This is an optimization exercise on Yosys and OpenROAD, whose aim is small area, not a production implementation. Only simulation tests tie the RTL to the original design; equivalence was not proved.

## tundra
## DDS
module DDS(
    input                DAC_clk,
    input                rst_n,
    input                en,
    input         [31:0] FreqCntrl,
    input         [31:0] PhaseCntrl,
    input signed  [15:0] AmplCntrl,
    input                DataPathSelect,
    input         [31:0] DirectValue,
    output signed [15:0] SampleOut
    );
export LEC_CHECK = 0
export ABC_AREA = 1
export CAP_MARGIN = 10
export CORE_MARGIN = 2
export CORE_UTILIZATION = 55
export GPL_TIMING_DRIVEN = 0
export PLACE_DENSITY = 0.65
export SLEW_MARGIN = 10
export SYNTH_HIERARCHICAL = 1
export SYNTH_MEMORY_MAX_BITS = 262144
export SYNTH_MINIMUM_KEEP_SIZE = 0
create_clock -name core_clock -period 10.0 [get_ports {DAC_clk}]
standard.sh (not shown) runs the stock make flow with config.mk's settings and CLKGATE_MAP_FILE= SYNTH_SCRIPT=/design/flow/synth_recipe.tcl, a recipe that flattens the netlist after the stock synthesis.
==> flow/flow/run.sh <==
#!/bin/bash
# Layout flow: the standard synthesis, then the combinational logic of its netlist
# re-mapped by ABC with an area script (registers kept as they are, so every register
# keeps its name and cell; the full and half adder cells of the design's own adder
# modules kept too; adders that synthesis found in random logic turned back into
# logic), then the standard ORFS steps with
# - the port buffers made of the smallest buffer cell instead of the default clkdlybuf4s50_1,
# - clock tree synthesis without dummy load cells at the leaves.
# Each tool's output goes to a log file in this folder.
set -euo pipefail
ARGS=(
  BUFFER_PORTS_ARGS="-buffer_cell sky130_fd_sc_hd__buf_1"
  CTS_ARGS="-sink_clustering_enable -repair_clock_nets -dont_use_dummy_load -buf_list sky130_fd_sc_hd__clkbuf_8 -sink_clustering_size 20 -sink_clustering_max_diameter 100"
)
bash standard.sh "${ARGS[@]}" synth > flow_synth.log 2>&1

R=orfs/results/${FLOW_PLATFORM}/DDS/base
LIB=${FLOW_HOME}/platforms/${FLOW_PLATFORM}/lib/sky130_fd_sc_hd__tt_025C_1v80.lib
YOSYS=yosys
if [[ -x ${FLOW_HOME}/../tools/install/yosys/bin/yosys ]]; then
  YOSYS=${FLOW_HOME}/../tools/install/yosys/bin/yosys
fi
cp $R/1_2_yosys.v 1_2_yosys.standard.v
python3 flow/cellfunc.py "$LIB" cells_func.v > cellfunc.log 2>&1
python3 flow/unmapfa.py 1_2_yosys.standard.v 1_2_yosys.marked.v > unmapfa.log 2>&1
DONTUSE=""
for c in $(sed -n 's/.*cell ("\(sky130_fd_sc_hd__\(lpflow\|probe\)[a-z0-9_]*\)").*/\1/p' "$LIB"); do
  DONTUSE="$DONTUSE -dont_use $c"
done
cat > resyn.ys <<EOT
read_verilog cells_func.v
read_liberty -lib -ignore_redef $LIB
read_verilog 1_2_yosys.marked.v
hierarchy -top ${FLOW_TOP}
flatten
hierarchy -top ${FLOW_TOP}
read_liberty -lib -ignore_redef $LIB
techmap
opt -purge
abc -liberty $LIB $DONTUSE -script $PWD/flow/resyn.abc
opt_clean -purge
setundef -zero
hilomap -singleton -hicell sky130_fd_sc_hd__conb_1 HI -locell sky130_fd_sc_hd__conb_1 LO
insbuf -buf sky130_fd_sc_hd__buf_1 A X
splitnets
opt_clean -purge
check -assert
stat -liberty $LIB
write_verilog -noattr -nohex -nodec 1_2_yosys.resyn.v
EOT
$YOSYS -s resyn.ys > resyn.log 2>&1
cp 1_2_yosys.resyn.v $R/1_2_yosys.v
touch $R/1_2_yosys.v

bash standard.sh "${ARGS[@]}" finish > flow_finish.log 2>&1
Other scripts of this flow, unchanged in this note and not shown: flow/flow/cellfunc.py, flow/flow/resyn.abc, flow/flow/unmapfa.py
Modified inputs, willow compared to tundra
diff --git a/flow/config.mk b/flow/config.mk
--- a/flow/config.mk
+++ b/flow/config.mk
@@ -10,5 +10,5 @@
 export CORE_MARGIN = 2
-export CORE_UTILIZATION = 55
+export CORE_UTILIZATION = 65
 export GPL_TIMING_DRIVEN = 0
-export PLACE_DENSITY = 0.65
+export PLACE_DENSITY = 0.72
 export SLEW_MARGIN = 10
## What came out
Between willow and tundra, the register share of the cell area does not differ in any meaningful way. willow vs tundra: clock skew up. Looking at worst setup margin across willow and tundra, the one that comes out lower is tundra. When willow is measured against tundra, its tapcell count turns out about 17% lower. [willow] final estimated routing congestion in global placement rose about 14% relative to tundra. Delta (willow minus tundra): final area has decreased; instance area after placement lower; via count has increased.

Setup of orange:
Another version of the RTL of DDS (not shown whole).
Size: roughly 1,500 cells after synthesis, roughly 130 I/O pins, ~11,000 µm² of cells after synthesis.
clock: 10.0 ns
lec_check: 0
abc_area: 1
cap_margin: 10
core_margin: 2
core_utilization: 55
gpl_timing_driven: 0
place_density: 0.65
slew_margin: 10
synth_hierarchical: 1
synth_memory_max_bits: 262144
synth_minimum_keep_size: 0
==> flow/flow/run.sh <==
#!/bin/bash
# Layout flow: the standard synthesis, then the combinational logic of its netlist
# re-mapped by ABC with an area script (registers kept as they are, so every register
# keeps its name and cell; the full and half adder cells of the design's own adder
# modules kept too; adders that synthesis found in random logic turned back into
# logic), then the standard ORFS steps with
# - the port buffers made of the smallest buffer cell instead of the default clkdlybuf4s50_1,
# - clock tree synthesis without dummy load cells at the leaves.
# Each tool's output goes to a log file in this folder.
set -euo pipefail
ARGS=(
  BUFFER_PORTS_ARGS="-buffer_cell sky130_fd_sc_hd__buf_1"
  CTS_ARGS="-sink_clustering_enable -repair_clock_nets -dont_use_dummy_load -buf_list sky130_fd_sc_hd__clkbuf_8 -sink_clustering_size 30 -sink_clustering_max_diameter 200"
)
bash standard.sh "${ARGS[@]}" synth > flow_synth.log 2>&1

R=orfs/results/${FLOW_PLATFORM}/DDS/base
LIB=${FLOW_HOME}/platforms/${FLOW_PLATFORM}/lib/sky130_fd_sc_hd__tt_025C_1v80.lib
YOSYS=yosys
if [[ -x ${FLOW_HOME}/../tools/install/yosys/bin/yosys ]]; then
  YOSYS=${FLOW_HOME}/../tools/install/yosys/bin/yosys
fi
cp $R/1_2_yosys.v 1_2_yosys.standard.v
python3 flow/cellfunc.py "$LIB" cells_func.v > cellfunc.log 2>&1
python3 flow/unmapfa.py 1_2_yosys.standard.v 1_2_yosys.marked.v > unmapfa.log 2>&1
DONTUSE=""
for c in $(sed -n 's/.*cell ("\(sky130_fd_sc_hd__\(lpflow\|probe\)[a-z0-9_]*\)").*/\1/p' "$LIB"); do
  DONTUSE="$DONTUSE -dont_use $c"
done
cat > resyn.ys <<EOT
read_verilog cells_func.v
read_liberty -lib -ignore_redef $LIB
read_verilog 1_2_yosys.marked.v
hierarchy -top ${FLOW_TOP}
flatten
hierarchy -top ${FLOW_TOP}
read_liberty -lib -ignore_redef $LIB
techmap
opt -purge
abc -liberty $LIB $DONTUSE -script $PWD/flow/resyn.abc
opt_clean -purge
setundef -zero
hilomap -singleton -hicell sky130_fd_sc_hd__conb_1 HI -locell sky130_fd_sc_hd__conb_1 LO
insbuf -buf sky130_fd_sc_hd__buf_1 A X
splitnets
opt_clean -purge
check -assert
stat -liberty $LIB
write_verilog -noattr -nohex -nodec 1_2_yosys.resyn.v
EOT
$YOSYS -s resyn.ys > resyn.log 2>&1
cp 1_2_yosys.resyn.v $R/1_2_yosys.v
touch $R/1_2_yosys.v

bash standard.sh "${ARGS[@]}" finish > flow_finish.log 2>&1
Other scripts of this flow, unchanged in this note and not shown: flow/flow/cellfunc.py, flow/flow/resyn.abc, flow/flow/unmapfa.py
orange did not stop at any stage, and its layout met the timing, design-rule and antenna checks.
#### Input delta (blue over orange)
--- a/flow/flow/run.sh
+++ b/flow/flow/run.sh
@@ -13 +13 @@
-  CTS_ARGS="-sink_clustering_enable -repair_clock_nets -dont_use_dummy_load -buf_list sky130_fd_sc_hd__clkbuf_8 -sink_clustering_size 30 -sink_clustering_max_diameter 200"
+  CTS_ARGS="-sink_clustering_enable -repair_clock_nets -dont_use_dummy_load -buf_list sky130_fd_sc_hd__clkbuf_8 -sink_clustering_size 20 -sink_clustering_max_diameter 100"
==> run notes <==
- blue reached the end of the flow, and the finished layout is clean on the timing, design-rule and antenna checks.
- Diff orange..blue | number of nets in the layout | negligible
- blue vs. orange: global-route track usage on met1 closely matched the old numbers; total buffers and inverters traversed by the critical path shows no meaningful change; number of global-route vias before repair about even; global routing usage on met2 stayed essentially flat.
- Area of the multi-input gates of orange is on par with blue.
- Compared with orange, in blue final number of max-transition violations barely changed; shortest period the worst path allows barely changed.

static timing again, ports no longer ideal:
Ports are ideal in the flow. The routed layouts listed here were re-timed in OpenROAD.
Step 1 sets driving cells, clkbuf_16 on the clock port and buf_2 on the other inputs (assumed; they add their load-dependent delay and slew).
Step 2 adds t to the input delays and takes it off the output delays; t is the mean of the earliest and latest rising clock arrival at the registers after step 1. Input paths then give back, and output paths get back, about the clock's delay inside the block.
a / b / c = ideal ports / drivers / drivers and shift; a / b = the first two.
run	t, ns	setup slack, ns	worst slew at a driven data input, ns
tundra	0.397	0.681 / 0.681 / 0.681	0.04
willow	0.410	0.879 / 0.879 / 0.879	0.06
orange	0.400	0.554 / 0.554 / 0.554	0.05
blue	0.400	0.554 / 0.554 / 0.554	0.05
After both steps every run listed still meets setup and hold.
